What follows belongs to an exercise in optimizing a design on an open flow for small area and a short achievable clock period; a production flow would make more cautious choices.
RTL that was checked went through simulation tests only; none was proved equivalent to the original.

// MAC
module MAC(A,B,out,clk,reset);
	input [15:0] A,B;
	input clk,reset;
	output [35:0] out;
	reg [35:0] acc;
	wire [35:0] nxt;
	always @(posedge clk or posedge reset)
	begin
		if(reset)
			acc <= 36'd0;
		else
			acc <= nxt;
	end
	assign out = acc;
	wire [255:0] pp;
	genvar gi;
	wire [15:0] An0, Bn0;
	NOT16 ina0(A, An0);
	NOT16 inb0(B, Bn0);
	wire [15:0] An1, Bn1;
	NOT16 ina1(A, An1);
	NOT16 inb1(B, Bn1);
	genvar gj;
	generate for (gi = 0; gi < 16; gi = gi + 1) begin : ppg
		for (gj = 0; gj < 16; gj = gj + 1) begin : ppc
			wire an, bn;
			assign an = (gi * 2 / 16 == 0) ? An0[gj] : An1[gj];
			assign bn = (gj * 2 / 16 == 0) ? Bn0[gi] : Bn1[gi];
			assign pp[16*gi+gj] = ~(an | bn);
		end
	end endgenerate
	wire hs1;
	wire hc2;
	wire fs3;
	wire fc4;
	wire hs5;
	wire hc6;
	wire fs7;
	wire fc8;
	wire fs9;
	wire fc10;
	wire hs11;
	wire hc12;
	wire fs13;
	wire fc14;
	wire fs15;
	wire fc16;
	wire fs17;
	wire fc18;
	wire hs19;
	wire hc20;
	wire fs21;
	wire fc22;
	wire fs23;
	wire fc24;
	wire fs25;
	wire fc26;
	wire fs27;
	wire fc28;
	wire hs29;
	wire hc30;
	wire fs31;
	wire fc32;
	wire fs33;
	wire fc34;
	wire fs35;
	wire fc36;
	wire fs37;
	wire fc38;
	wire fs39;
	wire fc40;
	wire hs41;
	wire hc42;
	wire fs43;
	wire fc44;
	wire fs45;
	wire fc46;
	wire fs47;
	wire fc48;
	wire fs49;
	wire fc50;
	wire fs51;
	wire fc52;
	wire fs53;
	wire fc54;
	wire hs55;
	wire hc56;
	wire fs57;
	wire fc58;
	wire fs59;
	wire fc60;
	wire fs61;
	wire fc62;
	wire fs63;
	wire fc64;
	wire fs65;
	wire fc66;
	wire fs67;
	wire fc68;
	wire fs69;
	wire fc70;
	wire hs71;
	wire hc72;
	wire fs73;
	wire fc74;
	wire fs75;
	wire fc76;
	wire fs77;
	wire fc78;
	wire fs79;
	wire fc80;
	wire fs81;
	wire fc82;
	wire fs83;
	wire fc84;
	wire fs85;
	wire fc86;
	wire fs87;
	wire fc88;
	wire hs89;
	wire hc90;
	wire fs91;
	wire fc92;
	wire fs93;
	wire fc94;
	wire fs95;
	wire fc96;
	wire fs97;
	wire fc98;
	wire fs99;
	wire fc100;
	wire fs101;
	wire fc102;
	wire fs103;
	wire fc104;
	wire fs105;
  ...
For scale: about 36 flip-flops, about 8300 µm² of cells after synthesis.
clock: 19.0 ns
lec_check: 0
cap_margin: 20
core_margin: 2
core_utilization: 40
slew_margin: 20
synth_hierarchical: 1
synth_minimum_keep_size: 0
standard.sh (not shown) runs the stock make flow with config.mk's settings and CLKGATE_MAP_FILE= SYNTH_SCRIPT=/design/flow/synth_recipe.tcl, a recipe that flattens the netlist after the stock synthesis.
==> flow/flow/run.sh <==
#!/bin/bash
# The standard layout (standard synthesis, floorplan, place, CTS, route) with two changes:
# repair_timing is asked for a larger setup slack than 0 (flow/setup_margin.txt) so that it
# keeps shortening the critical path, and the port buffers that every input and output gets
# are sky130_fd_sc_hd__buf_1 (flow/port_buffer.txt) instead of the delay cell buffer_ports
# picks by default; repair_timing then sizes the ones on critical paths.
# Make's full output goes to make_finish.log; each tool's own log is under orfs/logs/.
set -euo pipefail
MARGIN=$(cat flow/setup_margin.txt)
PBUF=$(cat flow/port_buffer.txt)
bash standard.sh SETUP_SLACK_MARGIN=$MARGIN "BUFFER_PORTS_ARGS=-buffer_cell $PBUF" finish > make_finish.log 2>&1
==> flow/flow/port_buffer.txt <==
sky130_fd_sc_hd__buf_1
==> flow/flow/setup_margin.txt <==
10.2
Change:
Settings changed: CTS_BUF_LIST from default to sky130_fd_sc_hd__clkbuf_2 sky130_fd_sc_hd__clkbuf_4 sky130_fd_sc_hd__clkbuf_8, PLACE_DENSITY from default to 0.8.
What happened:
- The changed run finished clean
- worst hold slack loses 5.4 ps
- cell count stays the same
- design area drops by 1.3%
- area after synthesis is unchanged
- setup slack loses 42 ps
- via count goes up by 8.2%
- synthesized cell count is unchanged
Change:
==> flow/flow/setup_margin.txt (replaced) <==
10
Settings changed: CORE_UTILIZATION 40 to 65, PLACE_DENSITY 0.8 to default.
After rerunning:
- critical path depth increases by 1
- area after synthesis is unchanged
- core utilization grows by 26 points
Change:
==> flow/flow/setup_margin.txt (replaced) <==
9.5
Settings changed: CORE_UTILIZATION 65 to 40, CTS_BUF_LIST sky130_fd_sc_hd__clkbuf_2 sky130_fd_sc_hd__clkbuf_4 sky130_fd_sc_hd__clkbuf_8 to default.
The new run ran to the end with no violations. Worst setup slack loses 160 ps. Core utilization decreases by 25 points. Count of clock-buffer cells in the layout stays the same. Worst hold slack gains 6.0 ps.
Change:
==> flow/flow/setup_margin.txt (replaced) <==
10.2
Settings changed: CORE_UTILIZATION 40 to 70, CTS_BUF_LIST from default to sky130_fd_sc_hd__clkbuf_2 sky130_fd_sc_hd__clkbuf_4 sky130_fd_sc_hd__clkbuf_8, PLACE_DENSITY from default to 0.85.
Outcome:
- The changed run went through all stages and came out clean
- area after synthesis does not change
- first-iteration DRC count came out higher to 2.7 times its value
- cell count came out lower by roughly a tenth
- setup slack gets better by 310 ps
- utilization came out higher by 32 points
- sequential cell count stays the same
- final area came out lower slightly

* * *

MAC, a different RTL version from the one above (not shown whole).
For scale: roughly 790 cells after synthesis, about 70 I/O pins, about 8900 um2 of cells after synthesis.
export LEC_CHECK = 0
export CAP_MARGIN = 20
export CORE_MARGIN = 2
export CORE_UTILIZATION = 65
export CTS_BUF_LIST = sky130_fd_sc_hd__clkbuf_2 sky130_fd_sc_hd__clkbuf_4 sky130_fd_sc_hd__clkbuf_8
export SLEW_MARGIN = 20
export SYNTH_HIERARCHICAL = 1
export SYNTH_MINIMUM_KEEP_SIZE = 0
create_clock -name core_clock -period 19.0 [get_ports {clk}]
==> flow/flow/setup_margin.txt <==
10.4
Scripts as last shown in full above: flow/flow/run.sh, flow/flow/port_buffer.txt
The baseline completed without violations.
Change:
==> flow/flow/setup_margin.txt (replaced) <==
10
Routed wire length is lower by 0.79%.
Clock skew barely changes.
Via count stays flat.
First-iteration DRC count is lower by 6.1%.
Cell count barely changes.
Global-route usage hardly moves.
Clock-buffer cell count does not change.
Fmax is lower by 4.3%.
No run of this note included a check of the RTL's function; only the layout flow was run.

* * *

MAC with an RTL version that a note above also has.
Size in the first run: about 830 cells after synthesis, about 70 I/O pins, about 8300 sq um of cells after synthesis.
==> flow/config.mk <==
export PLATFORM = sky130hd
export DESIGN_NAME = MAC
export DESIGN_NICKNAME = MAC
export VERILOG_FILES = /design/flow/design.v
export SDC_FILE = /design/flow/constraint.sdc
export NUM_CORES = 4
export LEC_CHECK = 0
export CAP_MARGIN = 20
export CORE_MARGIN = 2
export CORE_UTILIZATION = 40
export CTS_BUF_LIST = sky130_fd_sc_hd__clkbuf_2 sky130_fd_sc_hd__clkbuf_4 sky130_fd_sc_hd__clkbuf_8
export SLEW_MARGIN = 20
export SYNTH_HIERARCHICAL = 1
export SYNTH_MINIMUM_KEEP_SIZE = 0
==> flow/constraint.sdc <==
create_clock -name core_clock -period 19.0 [get_ports {clk}]
set_input_delay 3.8000 -clock core_clock [delete_from_list [all_inputs] [get_ports {clk}]]
set_output_delay 3.8000 -clock core_clock [all_outputs]
set_load 0.01 [all_outputs]
==> flow/flow/setup_margin.txt <==
10.1
Scripts as last shown in full above: flow/flow/run.sh, flow/flow/port_buffer.txt
Next try:
==> flow/flow/setup_margin.txt (replaced) <==
10
- CORE_UTILIZATION: 40 -> 55
- CTS_BUF_LIST: sky130_fd_sc_hd__clkbuf_2 sky130_fd_sc_hd__clkbuf_4 sky130_fd_sc_hd__clkbuf_8 -> default
The changed run went through all stages and came out clean.
Setup slack loses 170 ps.
Global-route usage increases by 9.9 points.
Core utilization came out higher by 17 points.
Wire length is higher by 9.1%.
Cell area barely changes.
Die area is lower by 27%.
Next try:
- CORE_UTILIZATION: 55 -> 40
Synthesized cell count does not change.
Utilization went down by 17 points.
Synthesized area is unchanged.
Register-to-register slack is better by 160 ps.
Next try:
==> flow/flow/setup_margin.txt (replaced) <==
10.4
Effect: The new run ran to the end with no violations; final cell count grows by 1.9%; fmax rose by 3.0%; worst setup slack is better by 250 ps; register-to-register slack improved by 130 ps; clock skew stays flat; global-route usage goes up by 0.73 points.
Next try:
==> flow/flow/setup_margin.txt (replaced) <==
10.2
- CORE_UTILIZATION: 40 -> 65
- CTS_BUF_LIST: default -> sky130_fd_sc_hd__clkbuf_2 sky130_fd_sc_hd__clkbuf_4 sky130_fd_sc_hd__clkbuf_8
Design area goes down by a few percent. Register-to-register slack degrades by 160 ps. Die area goes down by well over a third. Core utilization goes up by 24 points. Worst setup slack degrades by 230 ps.

* * *

Another version of the RTL of MAC (not shown whole).
Size: roughly 820 cells after synthesis, roughly 70 I/O pins, roughly 8500 um2 of cells after synthesis.
clock: 19.0 ns
lec_check: 0
cap_margin: 20
core_margin: 2
core_utilization: 65
slew_margin: 20
synth_hierarchical: 1
synth_minimum_keep_size: 0
==> flow/flow/setup_margin.txt <==
10
Scripts as last shown in full above: flow/flow/run.sh, flow/flow/port_buffer.txt
Next try:
==> flow/flow/run.sh (replaced) <==
#!/bin/bash
# The standard layout (standard synthesis, floorplan, place, CTS, route), with repair_timing
# asked for a larger setup slack than 0 so that it keeps shortening the critical path.
# Each tool's full output is also kept by ORFS under orfs/logs/.
set -euo pipefail
MARGIN=$(cat flow/setup_margin.txt)
bash standard.sh SETUP_SLACK_MARGIN=$MARGIN finish > make_finish.log 2>&1
CORE_UTILIZATION = 40   (was 65)
removed: flow/flow/port_buffer.txt
Result: Wire length increases by a few percent. Fmax rose slightly. Via count fell slightly. Flip-flop and latch count does not change. Register-to-register slack is better by 0.16 ns. Cell area climbs by a little under a tenth. Synthesized area does not change.
No run of this note included a check of the RTL's function; only the layout flow was run.

==> what the ideal ports hide <==
How much do the figures lean on ideal ports? The routed layouts below were timed once more, with nothing changed but the port constraints.
Step 1 sets driving cells, clkbuf_16 on the clock port and buf_2 on the other inputs (assumed; they add their load-dependent delay and slew).
Step 2 adds t to the input delays and takes it off the output delays; t is the mean of the earliest and latest rising clock arrival at the registers after step 1. Input paths then give back, and output paths get back, about the clock's delay inside the block.
a / b / c = ideal ports / drivers / drivers and shift; a / b = the first two.
| run | t (ns) | slack for setup (ns) | latest minus earliest clock arrival (ns) | slew at the worst register clock pin (ns) | worst data-port slew with drivers (ns) |
|---|---|---|---|---|---|
| the first run of note 1 | 0.345 | 10.390 / 10.399 / 10.054 | 0.012 / 0.012 | 0.07 / 0.07 | 0.05 |
| the second run of note 1 | 0.347 | 10.349 / 10.356 / 10.009 | 0.004 / 0.004 | 0.08 / 0.08 | 0.04 |
| the third run of note 1 | 0.352 | 10.163 / 10.181 / 9.829 | 0.014 / 0.014 | 0.10 / 0.10 | 0.06 |
| the fourth run of note 1 | 0.346 | 10.004 / 10.023 / 9.678 | 0.011 / 0.011 | 0.07 / 0.07 | 0.05 |
| the fifth run of note 1 | 0.354 | 10.315 / 10.327 / 9.973 | 0.025 / 0.024 | 0.10 / 0.10 | 0.05 |
| the first run of note 2 | 0.375 | 10.547 / 10.555 / 10.180 | 0.016 / 0.016 | 0.10 / 0.10 | 0.04 |
| the second run of note 2 | 0.377 | 10.168 / 10.181 / 9.805 | 0.016 / 0.015 | 0.10 / 0.10 | 0.04 |
| the first run of note 3 | 0.380 | 10.292 / 10.305 / 9.925 | 0.014 / 0.014 | 0.10 / 0.10 | 0.05 |
| the second run of note 3 | 0.344 | 10.117 / 10.135 / 9.791 | 0.006 / 0.006 | 0.07 / 0.07 | 0.04 |
| the third run of note 3 | 0.346 | 10.261 / 10.277 / 9.931 | 0.012 / 0.011 | 0.07 / 0.07 | 0.05 |
| the fourth run of note 3 | 0.342 | 10.515 / 10.531 / 10.189 | 0.012 / 0.012 | 0.07 / 0.07 | 0.05 |
| the fifth run of note 3 | 0.352 | 10.288 / 10.305 / 9.953 | 0.014 / 0.014 | 0.10 / 0.10 | 0.06 |
| the first run of note 4 | 0.341 | 10.004 / 10.003 / 9.662 | 0.008 / 0.009 | 0.06 / 0.06 | 0.05 |
| the second run of note 4 | 0.347 | 10.135 / 10.147 / 9.800 | 0.015 / 0.014 | 0.08 / 0.08 | 0.06 |
After both steps every run listed still meets setup and hold.
